Background: an optimization exercise with open tools, aiming at small area, a short achievable clock period and few clock cycles per item. Do not read the settings as production practice. Only simulation tests tie the RTL to the original design; equivalence was not proved. Power and IR drop assume default switching activity.

### flow/design.v
module divider_48cycle (
  input  [30:0] rem,
  input  [30:0] divisor,
  input  [32:0] divisor3,
  input         b1,
  input         b2,
  output        q1,
  output        q2,
  output [30:0] rem_next
);
  wire [31:0] a  = {1'b0, rem} - {1'b0, divisor};
  wire [30:0] c0 = {rem[29:0], b1};
  wire [31:0] b0 = {1'b0, c0} - {1'b0, divisor};
  wire [33:0] e1 = {2'b0, rem, b1} - {1'b0, divisor3};
  assign q1 = ~a[31];
  wire q2_0 = ~b0[31];
  wire q2_1 = a[30] ? (~e1[33] & (e1[32] | e1[31])) : ~e1[33];
  assign q2 = q1 ? q2_1 : q2_0;
  reg [29:0] hi;
  always @(*) begin
    case ({q1, q2})
      2'b00:   hi = c0[29:0];
      2'b01:   hi = b0[29:0];
      2'b10:   hi = {a[28:0], b1};
      default: hi = e1[29:0];
    endcase
  end
  assign rem_next = {hi, b2};
endmodule
module kalman_filter_v3 (
  input  wire               clk,
  input  wire               rstn,
  input  wire               valid,
  input  wire signed [31:0] I_data_x,
  output wire signed [31:0] O_filter_data_x,
  output reg                finish
);
  localparam [31:0] QV = 32'h0000_1999;
  localparam [2:0] S_IDLE  = 3'd0;
  localparam [2:0] S_RV    = 3'd1;
  localparam [2:0] S_FAST  = 3'd2;
  localparam [2:0] S_VN    = 3'd3;
  localparam [2:0] S_SLOW1 = 3'd4;
  localparam [2:0] S_SLOW2 = 3'd5;
  localparam [2:0] S_F     = 3'd6;
  reg [2:0]  st;
  reg [5:0]  t;
  reg [31:0] x0, xe0, xe1, pe0, pe1, pe2, pe3;
  reg        cp0, cp1, cp2, cp3, pend;
  reg [31:0] e;
  reg [30:0] vd, rem0, rem2;
  reg [32:0] v3;
  reg        sg0, sg2, fastok, neg;
  reg        u31_0, unz_0, u31_2, unz_2;
  reg [47:0] s_x0, c_x0, s_x1, c_x1;
  reg [47:0] s_p0, c_p0, s_p1, c_p1, s_p2, c_p2, s_p3, c_p3;
  wire [31:0] dn = x0 - I_data_x;
  wire [4:0] gt_n;
  assign gt_n[4] = dn[31] ? (dn < (32'h0 - 32'h0028_0000)) : (dn > 32'h0028_0000);
  assign gt_n[3] = dn[31] ? (dn < (32'h0 - 32'h0014_0000)) : (dn > 32'h0014_0000);
  assign gt_n[2] = dn[31] ? (dn < (32'h0 - 32'h000a_0000)) : (dn > 32'h000a_0000);
  assign gt_n[1] = dn[31] ? (dn < (32'h0 - 32'h0005_0000)) : (dn > 32'h0005_0000);
  assign gt_n[0] = |dn;
  reg  [4:0] gt;
  wire [15:0] rv_hi = gt[4] ? 16'h03e8 : gt[3] ? 16'h07d0 : gt[2] ? 16'h0bb8 :
                      gt[1] ? 16'h0fa0 : gt[0] ? 16'h1388 : 16'h0000;
  wire [31:0] dsum = {pe0[31:16] + rv_hi, pe0[15:0]};
  wire [30:0] vneg = ~vd + 31'd1;
  wire [30:0] v3in = (st == S_VN) ? vneg : dsum[30:0];
  wire [32:0] v3_n = {2'b0, v3in} + {1'b0, v3in, 1'b0};
  reg  [30:0] lo0, lo2;
  integer j;
  always @(*) begin
    lo0[0] = 1'b0;
    lo2[0] = 1'b0;
    for (j = 1; j < 31; j = j + 1) begin
      lo0[j] = lo0[j-1] | pe0[j-1];
      lo2[j] = lo2[j-1] | pe2[j-1];
    end
  end
  wire [30:0] dm0 = pe0[30:0] ^ ({31{pe0[31]}} & lo0);
  wire [30:0] dm2 = pe2[30:0] ^ ({31{pe2[31]}} & lo2);
  wire [31:0] nv0 = {pe0[30], dm0};
  wire [31:0] nv2 = {pe2[30], dm2};
  wire slow = (st == S_SLOW1) | (st == S_SLOW2);
  reg  bq1_0, bq2_0, bq1_2, bq2_2;
  wire [5:0] tn = (slow && t != 6'd46) ? t + 6'd2 : 6'd0;
  always @(posedge clk) begin
    bq1_0 <= ~tn[5] & nv0[{~tn[4:1], 1'b1}];
    bq2_0 <= ~tn[5] & nv0[{~tn[4:1], 1'b0}];
    bq1_2 <= ~tn[5] & nv2[{~tn[4:1], 1'b1}];
    bq2_2 <= ~tn[5] & nv2[{~tn[4:1], 1'b0}];
  end
  wire b1_0 = slow & bq1_0;
  wire b2_0 = slow & bq2_0;
  wire b1_2 = slow & bq1_2;
  wire b2_2 = slow & bq2_2;
  wire q1_0, q2_0, q1_2, q2_2;
  wire [30:0] rn0, rn2;
  divider_48cycle u_d0 (.rem(rem0), .divisor(vd), .divisor3(v3), .b1(b1_0), .b2(b2_0),
                        .q1(q1_0), .q2(q2_0), .rem_next(rn0));
  divider_48cycle u_d2 (.rem(rem2), .divisor(vd), .divisor3(v3), .b1(b1_2), .b2(b2_2),
                        .q1(q1_2), .q2(q2_2), .rem_next(rn2));
  wire early = (st == S_SLOW2) & (t < 6'd16);
  wire da0 = early ? u31_0 : q1_0;
  wire db0 = early ? u31_0 : q2_0;
  wire da2 = early ? u31_2 : q1_2;
  wire db2 = early ? u31_2 : q2_2;
  wire sp0 = sg0 & ~(u31_0 & ~unz_0);
  wire sp2 = sg2 & ~(u31_2 & ~unz_2);
  function [95:0] acc_step;
    input [47:0] s;
    input [47:0] c;
    input [31:0] m;
    input        ng;
    input        da;
    input        db;
    reg   [32:0] ms;
    reg   [47:0] a, b, r, s1, c1, r2;
    begin
      ms = {m[31], m} ^ {33{ng}};
      r  = {14'b0, ~(da & ms[32]), da ? ms[31:0] : 32'b0, 1'b0};
      a  = {s[45:0], da & ng, db & ng};
      b  = {c[45:0], 2'b0};
      s1 = a ^ b ^ r;
      c1 = ((a & b) | (a & r) | (b & r)) << 1;
      r2 = {15'b0, ~(db & ms[32]), db ? ms[31:0] : 32'b0};
      acc_step = {s1 ^ c1 ^ r2, (((s1 & c1) | (s1 & r2) | (c1 & r2)) << 1)};
    end
  endfunction
  wire clr = (st == S_RV) | ((st == S_SLOW1) & (t == 6'd46));
  always @(posedge clk) begin
    if (clr) begin
      {s_x0, c_x0} <= 96'b0; {s_x1, c_x1} <= 96'b0;
      {s_p0, c_p0} <= 96'b0; {s_p1, c_p1} <= 96'b0;
      {s_p2, c_p2} <= 96'b0; {s_p3, c_p3} <= 96'b0;
    end else begin
      {s_x0, c_x0} <= acc_step(s_x0, c_x0, e,   sp0, da0, db0);
      {s_x1, c_x1} <= acc_step(s_x1, c_x1, e,   sp2, da2, db2);
      {s_p0, c_p0} <= acc_step(s_p0, c_p0, pe0, sp0, da0, db0);
      {s_p1, c_p1} <= acc_step(s_p1, c_p1, pe1, sp0, da0, db0);
      {s_p2, c_p2} <= acc_step(s_p2, c_p2, pe0, sp2, da2, db2);
      {s_p3, c_p3} <= acc_step(s_p3, c_p3, pe1, sp2, da2, db2);
    end
  end
  wire [16:0] l_x0 = {1'b0, s_x0[15:0]} + {1'b0, c_x0[15:0]};
  wire [16:0] l_x1 = {1'b0, s_x1[15:0]} + {1'b0, c_x1[15:0]};
  wire [16:0] l_p0 = {1'b0, s_p0[15:0]} + {1'b0, c_p0[15:0]};
  wire [16:0] l_p1 = {1'b0, s_p1[15:0]} + {1'b0, c_p1[15:0]};
  wire [16:0] l_p2 = {1'b0, s_p2[15:0]} + {1'b0, c_p2[15:0]};
  wire [16:0] l_p3 = {1'b0, s_p3[15:0]} + {1'b0, c_p3[15:0]};
  wire abort = (t == 6'd32) & (~fastok | q1_0 | q1_2);
  wire [31:0] x0_n = xe0 + s_x0[47:16] + c_x0[47:16] + 32'h0001_0000 + {31'b0, l_x0[16]};
  wire        fs = (st == S_F);
  wire [31:0] sh_x  = (fs ? xe1 : x0) + (fs ? s_x1[47:16] : xe1)
                    + (fs ? c_x1[47:16] : 32'h0)
                    + (fs ? 32'h0001_0000 : 32'h0) + {31'b0, fs & l_x1[16]};
  wire [31:0] sh_p0 = pe0 + (fs ? ~s_p0[47:16] : pe1) + (fs ? ~c_p0[47:16] : pe2)
                    + (fs ? 32'h0 : pe3) + (fs ? 32'hffff_0001 : QV)
                    + {29'b0, fs ? 3'd0 : ({2'b0, cp0} + {2'b0, cp1} + {2'b0, cp2} + {2'b0, cp3})};
  wire [31:0] sh_p1 = pe1 + (fs ? ~s_p1[47:16] : pe3) + (fs ? ~c_p1[47:16] : 32'h0)
                    + (fs ? 32'hffff_0001 : 32'h0) + {30'b0, fs ? 2'd0 : ({1'b0, cp1} + {1'b0, cp3})};
  wire [31:0] sh_p2 = pe2 + (fs ? ~s_p2[47:16] : pe3) + (fs ? ~c_p2[47:16] : 32'h0)
                    + (fs ? 32'hffff_0001 : 32'h0) + {30'b0, fs ? 2'd0 : ({1'b0, cp2} + {1'b0, cp3})};
  wire [31:0] sh_p3 = pe3 + (fs ? ~s_p3[47:16] : QV) + (fs ? ~c_p3[47:16] : 32'h0)
                    + (fs ? 32'hffff_0001 : 32'h0) + {31'b0, ~fs & cp3};
  wire last = (t == 6'd46) & ((st == S_FAST) | (st == S_SLOW2));
  always @(posedge clk) begin
    if (!rstn) begin
      st  <= S_IDLE;
      t   <= 6'd0;
      finish <= 1'b0;
      pend <= 1'b0;
      x0  <= 32'h0;
      xe0 <= 32'h0;
      xe1 <= 32'h0;
      pe0 <= 32'h000a_1999;
      pe1 <= 32'h0005_0000;
      pe2 <= 32'h0005_0000;
      pe3 <= 32'h0005_1999;
    end else begin
      finish <= (st == S_F);
      case (st)
        S_IDLE: begin
          if (valid) st <= S_RV;
          if (pend) begin
            pend <= 1'b0;
            xe0 <= sh_x;
            pe0 <= sh_p0;
            pe1 <= sh_p1;
            pe2 <= sh_p2;
            pe3 <= sh_p3;
          end
        end
        S_RV: begin
          st <= S_FAST;
          t  <= 6'd32;
        end
        S_FAST: begin
          if (abort) begin
            st <= neg ? S_VN : S_SLOW1;
            t  <= 6'd0;
          end else begin
            t <= t + 6'd2;
            if (t == 6'd46) st <= S_F;
          end
        end
        S_VN: st <= S_SLOW1;
        S_SLOW1: begin
          t <= (t == 6'd46) ? 6'd0 : t + 6'd2;
          if (t == 6'd46) st <= S_SLOW2;
        end
        S_SLOW2: begin
          t <= t + 6'd2;
          if (t == 6'd46) st <= S_F;
        end
        S_F: begin
          st   <= S_IDLE;
          pend <= 1'b1;
          x0  <= x0_n;
          xe1 <= sh_x;
          pe0 <= sh_p0;
          pe1 <= sh_p1;
          pe2 <= sh_p2;
          pe3 <= sh_p3;
        end
        default: st <= S_IDLE;
      endcase
    end
  end
  always @(posedge clk) begin
    if (st == S_IDLE) begin
      gt <= gt_n;
      e <= I_data_x - x0 - xe1;
    end
    if (st == S_RV) begin
      sg0    <= pe0[31] ^ dsum[31];
      sg2    <= pe2[31] ^ dsum[31];
      neg    <= dsum[31];
      fastok <= ~pe0[31] & ~pe0[30] & ~pe2[31] & ~pe2[30] & ~dsum[31] & ~dsum[30];
      u31_0  <= 1'b0;
      u31_2  <= 1'b0;
      unz_0  <= 1'b0;
      unz_2  <= 1'b0;
    end
    if (st == S_RV) vd <= dsum[30:0];
    if (st == S_VN) vd <= vneg;
    if (st == S_RV || st == S_VN) v3 <= v3_n;
    if (st == S_RV) begin
      rem0 <= pe0[30:0];
      rem2 <= pe2[30:0];
    end
    if (st == S_FAST || slow) begin
      rem0 <= rn0;
      rem2 <= rn2;
    end
    if ((st == S_FAST && abort) || (st == S_SLOW1 && t == 6'd46)) begin
      rem0 <= 31'b0;
      rem2 <= 31'b0;
    end
    if (st == S_SLOW1) begin
      if (t == 6'd16) begin
        u31_0 <= q1_0;
        u31_2 <= q1_2;
        unz_0 <= q2_0;
        unz_2 <= q2_2;
      end
      if (t > 6'd16) begin
        unz_0 <= unz_0 | q1_0 | q2_0;
        unz_2 <= unz_2 | q1_2 | q2_2;
      end
    end
    if (st == S_F) begin
      cp0 <= ~l_p0[16];
      cp1 <= ~l_p1[16];
      cp2 <= ~l_p2[16];
      cp3 <= ~l_p3[16];
    end
  end
  assign O_filter_data_x = x0;
endmodule
### flow/flow/run.sh
#!/bin/bash
# Standard layout, with timing repair aiming for 7 ns of setup slack (the
# clock period and all constraints are the design's).
set -euo pipefail
bash standard.sh SETUP_SLACK_MARGIN=7 finish > standard_flow.log 2>&1
### flow/standard.sh
#!/bin/bash
# synth_recipe.tcl (not shown) runs the flow's synth.tcl, then flattens the netlist and writes it again
# the make line also repeats each setting of config.mk as NAME=value (left out here)
make -C /OpenROAD-flow-scripts/flow DESIGN_CONFIG=/design/flow/config.mk WORK_HOME=/design/flow/orfs CLKGATE_MAP_FILE= SYNTH_SCRIPT=/design/flow/synth_recipe.tcl "${@:-finish}"
### flow/config.mk
export PLATFORM = sky130hd
export DESIGN_NAME = kalman_filter_v3
export DESIGN_NICKNAME = kalman_filter_v3
export VERILOG_FILES = /design/flow/design.v
export SDC_FILE = /design/flow/constraint.sdc
export NUM_CORES = 4
export LEC_CHECK = 0
export CAP_MARGIN = 20
export CORE_MARGIN = 2
export CORE_UTILIZATION = 40
export PLACE_DENSITY = 0.6
export SLEW_MARGIN = 40
export TNS_END_PERCENT = 100
### flow/constraint.sdc
create_clock -name core_clock -period 12.0 [get_ports {clk}]
set_input_delay 2.4000 -clock core_clock [delete_from_list [all_inputs] [get_ports {clk}]]
set_output_delay 2.4000 -clock core_clock [all_outputs]
set_load 0.01 [all_outputs]
==> results of run 1 <==
==> stage by stage <==
stage               power [W]  cells  instance area [sq um]
finish                 0.0146  12800                 102000
global placement      0.00960  12200                  88100
global route           0.0155  12800                 102000
detailed placement    0.00969  12200                  88200
floorplan             0.00825   9631                  84900
CTS                    0.0141  12600                  97800
==> registers in the layout, indices dropped and copies added, names as in the netlist, 33 cells and up <==
name	flops
s_p0	48
s_x0	48
c_x1	47
v3	33
c_p2	47
c_x0	47
c_p3	47
s_p1	48
s_p3	48
s_p2	48
s_x1	48
c_p0	47
c_p1	47
==> per-layer routing <==
layer	part of all wire	global-route usage	vias to the layer above
li1	-	-	32600
met5	0.00012	0	-
met4	0.043	0.0924	4
met3	0.064	0.0328	540
met2	0.47	0.420	2253
met1	0.42	0.324	34800
==> worst paths after layout <==
kind                  end  slack (ns)
setup reg to reg  pe0[31]        6.51
hold / removal    xe0[27]        0.48
hold reg to reg   xe0[27]        0.48
setup / recovery  pe0[31]        6.51
==> timing repair <==
action                                  4_1_cts  5_1_grt
endpoints found under the setup margin      698      537
pin swaps                                   387      386
setup buffers                               192       96
hold buffers                                  0        0
gates cloned                                 39       12
resized for setup                           843      741
==> power by group <==
part / total [W] / switching, W / internal, W / leakage, nW
registers: 0.00450 / 0.000568 / 0.00393 / 8.05
clock network: 0.00367 / 0.00158 / 0.00209 / 1.88
logic: 0.00644 / 0.00371 / 0.00273 / 36.1
==> critical path: stages, from the launching register on <==
cell and delay (ns):
dfxtp_4 0.34, nor2b_4 0.16, buf_12 0.15, nand2_8 0.08, buf_12 0.15, buf_16 0.15, o21ai_4 0.13, fa_1 0.45
fa_1 0.49, fa_1 0.58, ha_4 0.23, nor2b_4 0.13, o21ai_2 0.18, a21boi_2 0.09, o21ai_2 0.20, a31o_4 0.20
a21oi_4 0.07, a2111o_1 0.52, a31oi_4 0.26, nor2_2 0.07, a21oi_2 0.22, o21ai_2 0.08, and2_1 0.17, a311o_1 0.25
==> area by class of cell <==
class / instances / area (sq um)
Timing Repair inverter: 4 / 53.8
Clock buffer: 174 / 3400
Timing Repair Buffer: 478 / 5610
Clock inverter: 40 / 463
Antenna cell: 4 / 10.0
Fill cell: 19400 / 107000
Tap cell: 2805 / 3510
Multi-Input combinational cell: 7234 / 64300
Sequential cell: 982 / 20800
Inverter: 1032 / 3910
==> kinds of logic (layout without fill, tap and decap cells) <==
kind of cell / count (synthesis) / after routing
xor gates and xnor gates: 635 / 635
and+or+nand+nor: 2879 / 2884
AOI/OAI and AO/OA: 2093 / 2095
buffers and inverters: 1424 / 1728
muxes: 31 / 33
other: 0 / 4
adders and majority gates: 1587 / 1587
DFF: 982 / 982
==> layout by cell type, fill, tap and decap left out, types with 44 or more instances in the layout <==
cell type | Yosys | layout
inv_1 | 1029 | 1008
nand2_1 | 895 | 875
dfxtp_1 | 874 | 859
ha_1 | 879 | 811
nor2_1 | 680 | 568
a21oi_1 | 598 | 519
fa_1 | 708 | 512
nor2b_1 | 731 | 501
o21ai_0 | 535 | 429
xnor2_1 | 434 | 418
buf_4 | 1 | 250
nor2b_4 | 0 | 220
a21o_1 | 206 | 203
xor2_1 | 200 | 197
fa_2 | 0 | 196
clkbuf_16 | 0 | 127
nand3_1 | 121 | 112
edfxtp_1 | 108 | 108
nor2_4 | 0 | 102
o21a_1 | 102 | 98
a211oi_1 | 108 | 88
nor3_1 | 98 | 87
nand2b_1 | 83 | 79
o211ai_1 | 67 | 67
a21oi_2 | 2 | 62
o21bai_1 | 59 | 56
buf_6 | 4 | 56
o21ai_1 | 2 | 51
ha_4 | 0 | 51
a21boi_0 | 71 | 49
a22oi_1 | 49 | 49
o21ai_2 | 1 | 45
or3_1 | 48 | 45
and2_1 | 48 | 45
a31oi_1 | 64 | 44
clkdlybuf4s50_1 | 0 | 44
==> metrics.md, run 1 <==
| Metric | Value |
|---|---|
| Status | `no timing/DRC/antenna violations` |
| EDFF count, synth | `between 100 and 150` |
| Clock skew | `between 0.05 and 0.06 ns` |
| GP Congestion | `between 0.9 and 1` |
| Worst setup path start | `st[1]` |
| Antenna violations before repair | `7` |
| Clock latency (worst-skew pair) | `about 0.77 ns` |
| Simple-Gate Fraction of Synth Area | `0.165` |
| Via count | `between 70k and 80k` |
| Nets | `11.5k` |
| Max frequency | `~180 MHz` |
| I/O Buffers | `67` |
| Worst hold stages | `2` |
| Setup ws final | `roughly 6.5 ns` |
| Post-synth top area share | `0.208` |
| Syn Inst Count | `between 9k and 10k` |
| Layout cells sized above 1 | `0.166` |
| Routed length per instance | `21.8 um` |
| Vias in the first global route | `around 70k` |
| Drt via density | `about 5.5` |
| Hold path start | `xe0[27]` |
| H-tree depth | `3` |
| Post-synthesis register bit count | `982` |
| PD cells | `143 nW/um^2` |
| Core Box Area | `around 210000 sq um` |
| Lkg Pwr | `46.0 nW` |
| Top FF cell, synth | `dfxtp_1` |
| CP required | `around 13 ns` |
| Synth top area cells | `dfxtp_1, fa_1, ha_1` |
| Final Cycle Share | `0.458` |
| Die height | `463 um` |
| RSZ-0062 raised after global routing | `true` |
| Most common cell in the synthesized netlist | `inv_1` |
| Critical Path AT | `6.14 ns` |
| Drt total wl | `278000 um` |
| Clock Sinks | `~980` |
| Minimum clock period | `5.49 ns` |
| XOR/XNOR share of the synthesized area | `0.0661` |
| Compound-Gate Fraction of Synth Area | `0.156` |
| Netlist cell types | `89` |
| Final setup violation count | `0` |
| Reg2reg path depth | `23` |
| Synth cell count leaders | `inv_1, nand2_1, ha_1, dfxtp_1, nor2b_1` |
| Synthesized area | `84200 sq um` |
| Die Area | `approximately 210000 sq um` |
| Hold WC Path Type | `flop to flop` |
| Mux contribution to synthesized area | `0.00380` |
| Worst Path Max Fanout | `8` |
| Sequential area share after synthesis | `0.246` |
| Cell row count | `between 150 and 200` |
| Mean Syn Cell Area | `roughly 8.7 sq um` |
| Largest family of logic cells by synthesized area | `adder cells` |
| Ys async rst share | `0` |
| CTS tree | `done` |
| Die width | `between 400 and 500 um` |
| Final Util | `0.487` |
| R2r startpoint | `st[1]` |
| Clock Path Buffers | `3` |
| Initial Util | `0.402` |
| Worst hold margin | `around 0.48 ns` |
| Ports | `between 60 and 70` |
| Peak supply drop | `around 0.16 mV` |
| Slew Viols, Final | `0` |
| DR pass1 iterations | `8` |
| Drt drc | `0` |
| Relative slew slack | `0.280` |
| GR Util All Layers | `0.249` |
| Adder-cell share of the synthesized area | `0.299` |
| Total grt overflow | `0` |
| Clock transition at path regs | `about 0.06 ns` |
| Final ANT Viol Nets | `0` |
| First-pass GRT wire length | `~420000 um` |
| Total of max-cap violations | `0` |
| Synth warn | `2` |
| DRT iter0 DRCs | `4878` |
| Largest net degree at the start of global routing | `around 170` |
| Worst setup path class | `flop to flop` |
| Root buffer cell | `clkbuf_16` |
| TNS Setup | `0 ns` |
| Hold Vio Cnt, Final | `0` |
| Post-Syn Nets | `~11k` |
| Worst-Margin Slew | `~1.1 ns` |
| CTS Buf Count | `117` |
| Place WS | `~4.6 ns` |
| CP Capture Type | `flop` |
| Startpoint Class | `flop` |
| Post-DP HPWL | `about 190000 um` |
| Area growth syn-to-layout | `21.1%` |
| Biggest area consumer among synthesized cells | `dfxtp_1` |
Testbench counts, summed over its fixed seeds: cycles 28,800, items 2,400.
==> inputs of run 2 (changes only) <==
==> flow/flow/run.sh (replaced) <==
#!/bin/bash
# Standard layout, with timing repair aiming for 8 ns of setup slack (the
# clock period and all constraints are the design's).
set -euo pipefail
bash standard.sh SETUP_SLACK_MARGIN=8 finish > standard_flow.log 2>&1
--- a/flow/config.mk
+++ b/flow/config.mk
@@ -11,3 +11,3 @@
 export PLACE_DENSITY = 0.6
-export SLEW_MARGIN = 40
+export SLEW_MARGIN = 20
 export TNS_END_PERCENT = 100
==> run 2 against run 1 <==
Against the previous run: total power grew 6.0%; sequential share of layout area decreased by 1.0 points; worst hold slack worse by 0.0064 ns; global-route usage increased by 0.83 points; utilization rose by 2.7 points; worst setup slack improved by 0.020 ns; combinational power increased by 9.2%; die area unchanged; wire length is 2.8% higher; synthesized cell count stayed put; critical path type unchanged; largest cell class unchanged; highest routed layer unchanged.
==> metrics.md, run 2 <==
| Metric | Value |
|---|---|
| Sequential area share after synthesis | `0.246` |
| Initial Util | `0.402` |
| Total grt overflow | `0` |
| Nets | `about 12k` |
| Post-synth top area share | `0.208` |
| CP required | `~13 ns` |
| Clock Path Buffers | `3` |
| CP Capture Type | `flop` |
| Netlist cell types | `89` |
| Max frequency | `183 MHz` |
| Place WS | `between 4 and 5 ns` |
| Final Cell Area | `around 110000 sq um` |
| Startpoint Class | `flop` |
| Met3 routed WL | `roughly 15000 um` |
| Ys async rst share | `0` |
| PD cells | `roughly 140 nW/um^2` |
| Met1 wire length | `around 120000 um` |
| Synthesized area | `~84000 sq um` |
| Total power | `roughly 0.015 W` |
| Met2 WL | `between 100000 and 150000 um` |
| Core Box Area | `209000 sq um` |
| Most common cell in the synthesized netlist | `inv_1` |
| Relative slew slack | `0.0545` |
| CTS tree | `done` |
| Simple-Gate Fraction of Synth Area | `0.165` |
| Clock skew | `~0.035 ns` |
| Synth cell count leaders | `inv_1, nand2_1, ha_1, dfxtp_1, nor2b_1` |
| Peak supply drop | `~0.15 mV` |
| Hold Vio Cnt, Final | `0` |
| RSZ-0062 raised after global routing | `true` |
| TNS Setup | `0 ns` |
| Via count | `71.0k` |
| XOR/XNOR share of the synthesized area | `0.0661` |
| Commonest non-fill, non-tap cell in the layout | `inv_1` |
| H-tree depth | `3` |
| Largest family of logic cells by synthesized area | `adder cells` |
| Largest net degree at the start of global routing | `110` |
| Top Layer Used | `met5` |
| Compound-Gate Fraction of Synth Area | `0.156` |
| Worst-Margin Slew | `1.42 ns` |
| Die width | `463 um` |
| CTS Buf Count | `about 120` |
| Status | `no timing/DRC/antenna violations` |
| Post-synthesis register bit count | `between 900 and 1k` |
| Post-Syn Nets | `between 10k and 15k` |
| Die Area | `about 210000 sq um` |
| DR pass1 iterations | `6` |
| Post-DP HPWL | `approximately 190000 um` |
| Setup ws final | `between 6 and 7 ns` |
| Syn Inst Count | `approximately 9.6k` |
| Hold path start | `pe1[4]` |
| Total of max-cap violations | `0` |
| Adder-cell share of the synthesized area | `0.299` |
| Layout cells sized above 1 | `0.229` |
| Placed inst area | `between 90000 and 100000 sq um` |
| Drt via density | `around 5.5` |
| Area growth syn-to-layout | `27.9%` |
| Final ANT Viol Nets | `0` |
| Clock transition at path regs | `~0.070 ns` |
| Final Cycle Share | `0.456` |
| Worst setup path start | `st[1]` |
| DRT iter0 DRCs | `approximately 5.3k` |
| GR Util All Layers | `0.257` |
| Final setup violation count | `0` |
| Worst Path Max Fanout | `8` |
| Biggest area consumer among synthesized cells | `dfxtp_1` |
| Clock Sinks | `982` |
| Ports | `around 70` |
| First-pass GRT wire length | `432000 um` |
| Synth warn | `2` |
| Die height | `463 um` |
| Commonest non-fill, non-tap cells in the layout | `inv_1, nand2_1, dfxtp_1` |
| Synth top area cells | `dfxtp_1, fa_1, ha_1` |
| R2r startpoint | `st[1]` |
| Critical Path AT | `a little over 6 ns` |
| Slew Viols, Final | `0` |
| Root buffer cell | `clkbuf_16` |
| Cell row count | `about 170` |
| Mean Syn Cell Area | `around 8.7 sq um` |
| Drt drc | `0` |
| EDFF count, synth | `108` |
| I/O Buffers | `67` |
| Worst setup path class | `flop to flop` |
| Clock latency (worst-skew pair) | `about 0.77 ns` |
| Routed length per instance | `between 20 and 25 um` |
| Antenna violations before repair | `5` |
| GP Congestion | `between 0.9 and 1` |
| Mux contribution to synthesized area | `0.00380` |
| Vias in the first global route | `roughly 74k` |
| Minimum clock period | `approximately 5.5 ns` |
| Top FF cell, synth | `dfxtp_1` |
| Drt total wl | `286000 um` |
| Hold WC Path Type | `flop to flop` |
| Lkg Pwr | `about 48 nW` |
[run 2: cell types whose count changed in the layout (fill, tap and decap cells not counted), sizes merged, moves of 3 or more]
cell and change:
bufinv +12, clkbuf -21, clkdlybuf4s50 -31, buf +181, inv +3, dlygate4sd2 +29
bufbuf +8, clkinvlp +13, diode -3
[run 2: power breakdown]
| part | internal [W] | switching (W) |
|---|---|---|
| Clock | 0.00234 | 0.00162 |
| Combinational | 0.00306 | 0.00397 |
| Sequential | 0.00393 | 0.000565 |
| Total | 0.00933 | 0.00616 |
[run 2: final timing paths]
| path | end | slack, ns | depth (start not counted) |
|---|---|---|---|
| worst max-delay path | pe0[31] | 6.53 | 25 |
| worst min register to register | pe1[4] | 0.47 | 2 |
| worst max register to register | pe0[31] | 6.53 | 25 |
| worst min-delay path | pe1[4] | 0.47 | 2 |
[run 2: through the flow]
stage	hold WS, ns	instances	utilization
after floorplan	0.444	9631	-
after global placement	0.460	12200	0.434
after detailed placement	0.460	12200	0.434
after CTS	0.468	12800	0.493
after global routing	0.502	12900	0.515
final	0.472	12900	0.515
[run 2: final cells by class]
type	count	area, sq um
Fill cell	18900	102000
Timing Repair Buffer	665	8270
Sequential cell	982	20800
Antenna cell	1	2.50
Clock inverter	67	940
Tap cell	2805	3510
Timing Repair inverter	6	73.8
Multi-Input combinational cell	7237	66900
Inverter	1032	3920
Clock buffer	153	3300
[run 2: critical path, stage by stage, from the launching register on]
cell and delay [ns]:
dfxtp_4 0.36, nor2b_4 0.18, buf_12 0.13, nand2_4 0.10, buf_16 0.17, nand2_2 0.08, o21ai_2 0.06, fa_1 0.49
fa_1 0.44, fa_1 0.51, ha_2 0.19, inv_2 0.04, fa_2 0.36, nor2b_2 0.18, o21ai_2 0.09, a21boi_2 0.20
o21ai_2 0.12, a31o_4 0.25, a21oi_4 0.21, a2111o_1 0.25, a31oi_4 0.13, nor2_2 0.17, a21oi_2 0.09, o21ai_1 0.17
a21boi_1 0.09, a311o_1 0.26
[run 2: routing by layer]
layer / vias to the layer above / GRT usage
met4: 2 / 0.114
met1: 35300 / 0.324
met5: - / 0
met3: 592 / 0.0317
li1: 33000 / -
met2: 2070 / 0.441
[run 2: kinds of logic after synthesis]
logic type | Yosys count
simple gates | 2879
compound gates | 2093
fa+ha+maj | 1587
buf+inv | 1424
flops | 982
xor+xnor | 635
mux | 31
[run 2: what timing repair did]
action	CTS	global route
hold endpoints to repair	0	0
hold buffers	0	0
pin swaps	401	350
endpoints found under the setup margin	884	823
cloned	72	12
buffers inserted	330	132
gates resized for setup	909	721
==> inputs of run 3 (changes only) <==
==> flow/flow/run.sh (replaced) <==
#!/bin/bash
# Standard layout, with timing repair aiming for 6 ns of setup slack (the
# clock period and all constraints are the design's).
set -euo pipefail
bash standard.sh SETUP_SLACK_MARGIN=6 finish > standard_flow.log 2>&1
--- a/flow/config.mk
+++ b/flow/config.mk
@@ -11,3 +11,3 @@
 export PLACE_DENSITY = 0.6
-export SLEW_MARGIN = 20
+export SLEW_MARGIN = 40
 export TNS_END_PERCENT = 100
==> run 3 against run 2 <==
Against the previous run: maximum frequency fell by 7.6%; sequential power barely moved; worst setup slack got worse by 0.45 ns; largest power group unchanged; combinational power fell by 24%; die area did not move; global-route usage fell by 2.4 points; design area fell by 13%; clock skew rose by 0.013 ns; flip-flop and latch count did not move; critical path depth fell by 5; largest cell class unchanged; clock power barely moved.
==> metrics.md, run 3 <==
| Metric | Value |
|---|---|
| I/O Buffers | `67` |
| Area growth syn-to-layout | `11.1%` |
| Final Cell Area | `roughly 94000 sq um` |
| Busiest layer in global routing | `met2` |
| Drt total wl | `257000 um` |
| Placed inst area | `approximately 88000 sq um` |
| CP required | `between 10 and 15 ns` |
| Clock transition at path regs | `roughly 0.060 ns` |
| Crit-path slowest cell | `a2111oi_4` |
| Ports | `68` |
| RSZ-0062 raised after global routing | `true` |
| Drt via density | `5.42` |
| Post-synth top area share | `0.208` |
| Worst Path Max Fanout | `32` |
| Max frequency | `169 MHz` |
| CTS Buf Count | `roughly 120` |
| Die height | `between 400 and 500 um` |
| Hold WC Path Type | `flop to flop` |
| GR Util All Layers | `0.234` |
| Mean Syn Cell Area | `8.75 sq um` |
| Routed length per instance | `between 20 and 25 um` |
| Met1 Track Usage GR | `0.310` |
| DRT iter0 DRCs | `between 4k and 5k` |
| TNS Setup | `0 ns` |
| Sequential area share after synthesis | `0.246` |
| Met3 Use GR | `0.0266` |
| Die width | `between 400 and 500 um` |
| Largest net degree at the start of global routing | `174` |
| Critical Path AT | `approximately 6.5 ns` |
| CP Capture Type | `flop` |
| H-tree depth | `3` |
| Slew Viols, Final | `0` |
| Final ANT Viol Nets | `0` |
| Worst setup path class | `flop to flop` |
| Post-Syn Nets | `11.3k` |
| Cts hold-fix bufs | `0` |
| Antenna violations before repair | `7` |
| EDFF count, synth | `roughly 110` |
| Clock latency (worst-skew pair) | `0.78 ns` |
| Initial Util | `0.402` |
| Layout cells sized above 1 | `0.0552` |
| CTS tree | `done` |
| Post-DP HPWL | `around 190000 um` |
| DR pass1 iterations | `8` |
| Synth warn | `2` |
| Commonest non-fill, non-tap cell in the layout | `inv_1` |
| Ys async rst share | `0` |
| Relative slew slack | `0.380` |
| First-pass GRT wire length | `395000 um` |
| Setup ws final | `6.08 ns` |
| Clock skew | `0.0487 ns` |
| Synthesized area | `84200 sq um` |
| Post-synthesis register bit count | `982` |
| Final Cycle Share | `0.494` |
| Synth cell count leaders | `inv_1, nand2_1, ha_1, dfxtp_1, nor2b_1` |
| Via count | `roughly 68k` |
| Status | `no timing/DRC/antenna violations` |
| Netlist cell types | `89` |
| Peak supply drop | `0.141 mV` |
| Minimum clock period | `between 5 and 6 ns` |
| Syn Inst Count | `~9.6k` |
| Biggest area consumer among synthesized cells | `dfxtp_1` |
| Worst path cell trace | `clkinvlp_4 -> buf_12 -> fa_1 -> a211o_1 -> a21oi_2 -> nor3b_2 -> nor3_2 -> nor3b_2 -> a311o_1 -> a2111oi_4 -> o21ai_2 -> xnor2_2 -> o2111a_1 -> buf_6 -> nor2_4 -> a21o_4 -> buf_16 -> nor2_1 -> fa_1 -> nor2b_1` |
| Synth top area cells | `dfxtp_1, fa_1, ha_1` |
| Startpoint Class | `flop` |
| Cell row count | `approximately 170` |
| GP Congestion | `just over 0.9` |
| Lkg Pwr | `43.8 nW` |
| Die Area | `~210000 sq um` |
| Final Util | `0.447` |
| Total of max-cap violations | `0` |
| Drt drc | `0` |
| Total grt overflow | `0` |
| Final setup violation count | `0` |
| Critical Path Max Stage Delay | `0.50 ns` |
| Worst-Margin Slew | `0.930 ns` |
| Clock Path Buffers | `3` |
| Vias in the first global route | `a little under 70k` |
| Worst hold margin | `~0.47 ns` |
| Place WS | `3.86 ns` |
| Clock Sinks | `982` |
| PD cells | `148 nW/um^2` |
| Fillers | `between 20k and 25k` |
| Top FF cell, synth | `dfxtp_1` |
| Hold Vio Cnt, Final | `0` |
| Met2 Resource Use GR | `0.393` |
| Nets | `between 10k and 15k` |
| Most common cell in the synthesized netlist | `inv_1` |
| Commonest non-fill, non-tap cells in the layout | `inv_1, nand2_1, ha_1` |
| Root buffer cell | `clkbuf_16` |
| Core Box Area | `between 200000 and 250000 sq um` |
## run 3: final timing paths
check,start,endpoint,slack (ns),cells past startpoint
setup / recovery,vd[1],s_p3[12],6.08,20
hold / removal,pe1[4],pe1[4],0.47,2
setup reg to reg,vd[1],s_p3[12],6.08,20
hold reg to reg,pe1[4],pe1[4],0.47,2
## run 3: cell families (layout without fill, tap and decap cells)
group | after synthesis | count (layout) | share of synthesized area
adder cells (fa/ha/maj) | 1587 | 1587 | 0.299
AND/OR/NAND/NOR | 2879 | 2881 | 0.165
multiplexers | 31 | 32 | 0.00380
XOR/XNOR | 635 | 635 | 0.0661
flip-flops | 982 | 982 | 0.246
buffers and inverters | 1424 | 1469 | 0.0640
other | 0 | 4 | 0
AO/OA/AOI/OAI | 2093 | 2094 | 0.156
## run 3: cell type report
class | count | area [sq um] | share of cell area
Tap cell | 2805 | 3510 | 0.0375
Multi-Input combinational cell | 7229 | 58900 | 0.629
Sequential cell | 982 | 20800 | 0.222
Inverter | 1032 | 3910 | 0.0418
Clock inverter | 52 | 694 | 0.00742
Timing Repair Buffer | 211 | 2210 | 0.0236
Timing Repair inverter | 1 | 11.3 | 0.000120
Clock buffer | 173 | 3590 | 0.0383
Antenna cell | 4 | 10.0 | 0.000107
## run 3: through the flow
stage | total power, W | cells
global placement | 0.00955 | 12200
CTS | 0.0138 | 12500
global route | 0.0147 | 12500
finish | 0.0138 | 12500
floorplan | 0.00823 | 9631
detailed placement | 0.00966 | 12200
## run 3: timing repair
action,CTS,global route
setup endpoints to repair,549,408
resized for setup,100,101
buffers inserted,23,25
gates cloned,7,5
pin swaps,18,36
hold endpoints to repair,0,0
## run 3: power breakdown
part | leakage [nW] | internal (W) | switching [W]
combinational | 33.6 | 0.00218 | 0.00319
clock | 2.11 | 0.00237 | 0.00160
sequential | 8.05 | 0.00393 | 0.000545
total | 43.8 | 0.00848 | 0.00533
## run 3: per-layer routing
layer / vias up / routed length [um]
met5: - / 0
li1: 32100 / -
met4: 0 / 9390
met3: 422 / 13800
met1: 33300 / 113000
met2: 1884 / 121000
## run 3: critical path: cells and delay by family (launching register included)
family | cells | cell delay (ns)
flops | 1 | 0.46
compound gates | 7 | 2.26
simple gates | 6 | 1.00
xor+xnor | 1 | 0.16
fa+ha+maj | 2 | 0.92
buf+inv | 4 | 0.89

-- what the ideal ports hide --
The flow's constraints put no driver on any port. The routed layouts listed below were extracted and timed again, unchanged, in two steps.
Step 1 assumes that a clkbuf_16 drives the clock port and a buf_2 every other input.
Step 2 times the ports against the registers' clock, not the clock port: input delays grow and output delays shrink by t, the midpoint of the rising clock arrivals with the driver on.
a / b / c = no drivers / after step 1 / after step 2; a / b = the first two.
run	t, ns	slack for setup (ns)	worst setup path at the end	worst data-port slew with drivers (ns)	cell pins on the clock port's net
run 1	0.829	6.507 / 6.507 / 5.820	input to register	0.08	1
run 2	0.837	6.526 / 6.526 / 5.905	input to register	0.05	1
run 3	0.839	6.076 / 6.076 / 5.363	input to register	0.12	1
After both steps every run listed still meets setup and hold. For run 3, which loses most, drivers alone change the setup slack by 0.000 ns; drivers and shift together by -0.713 ns.
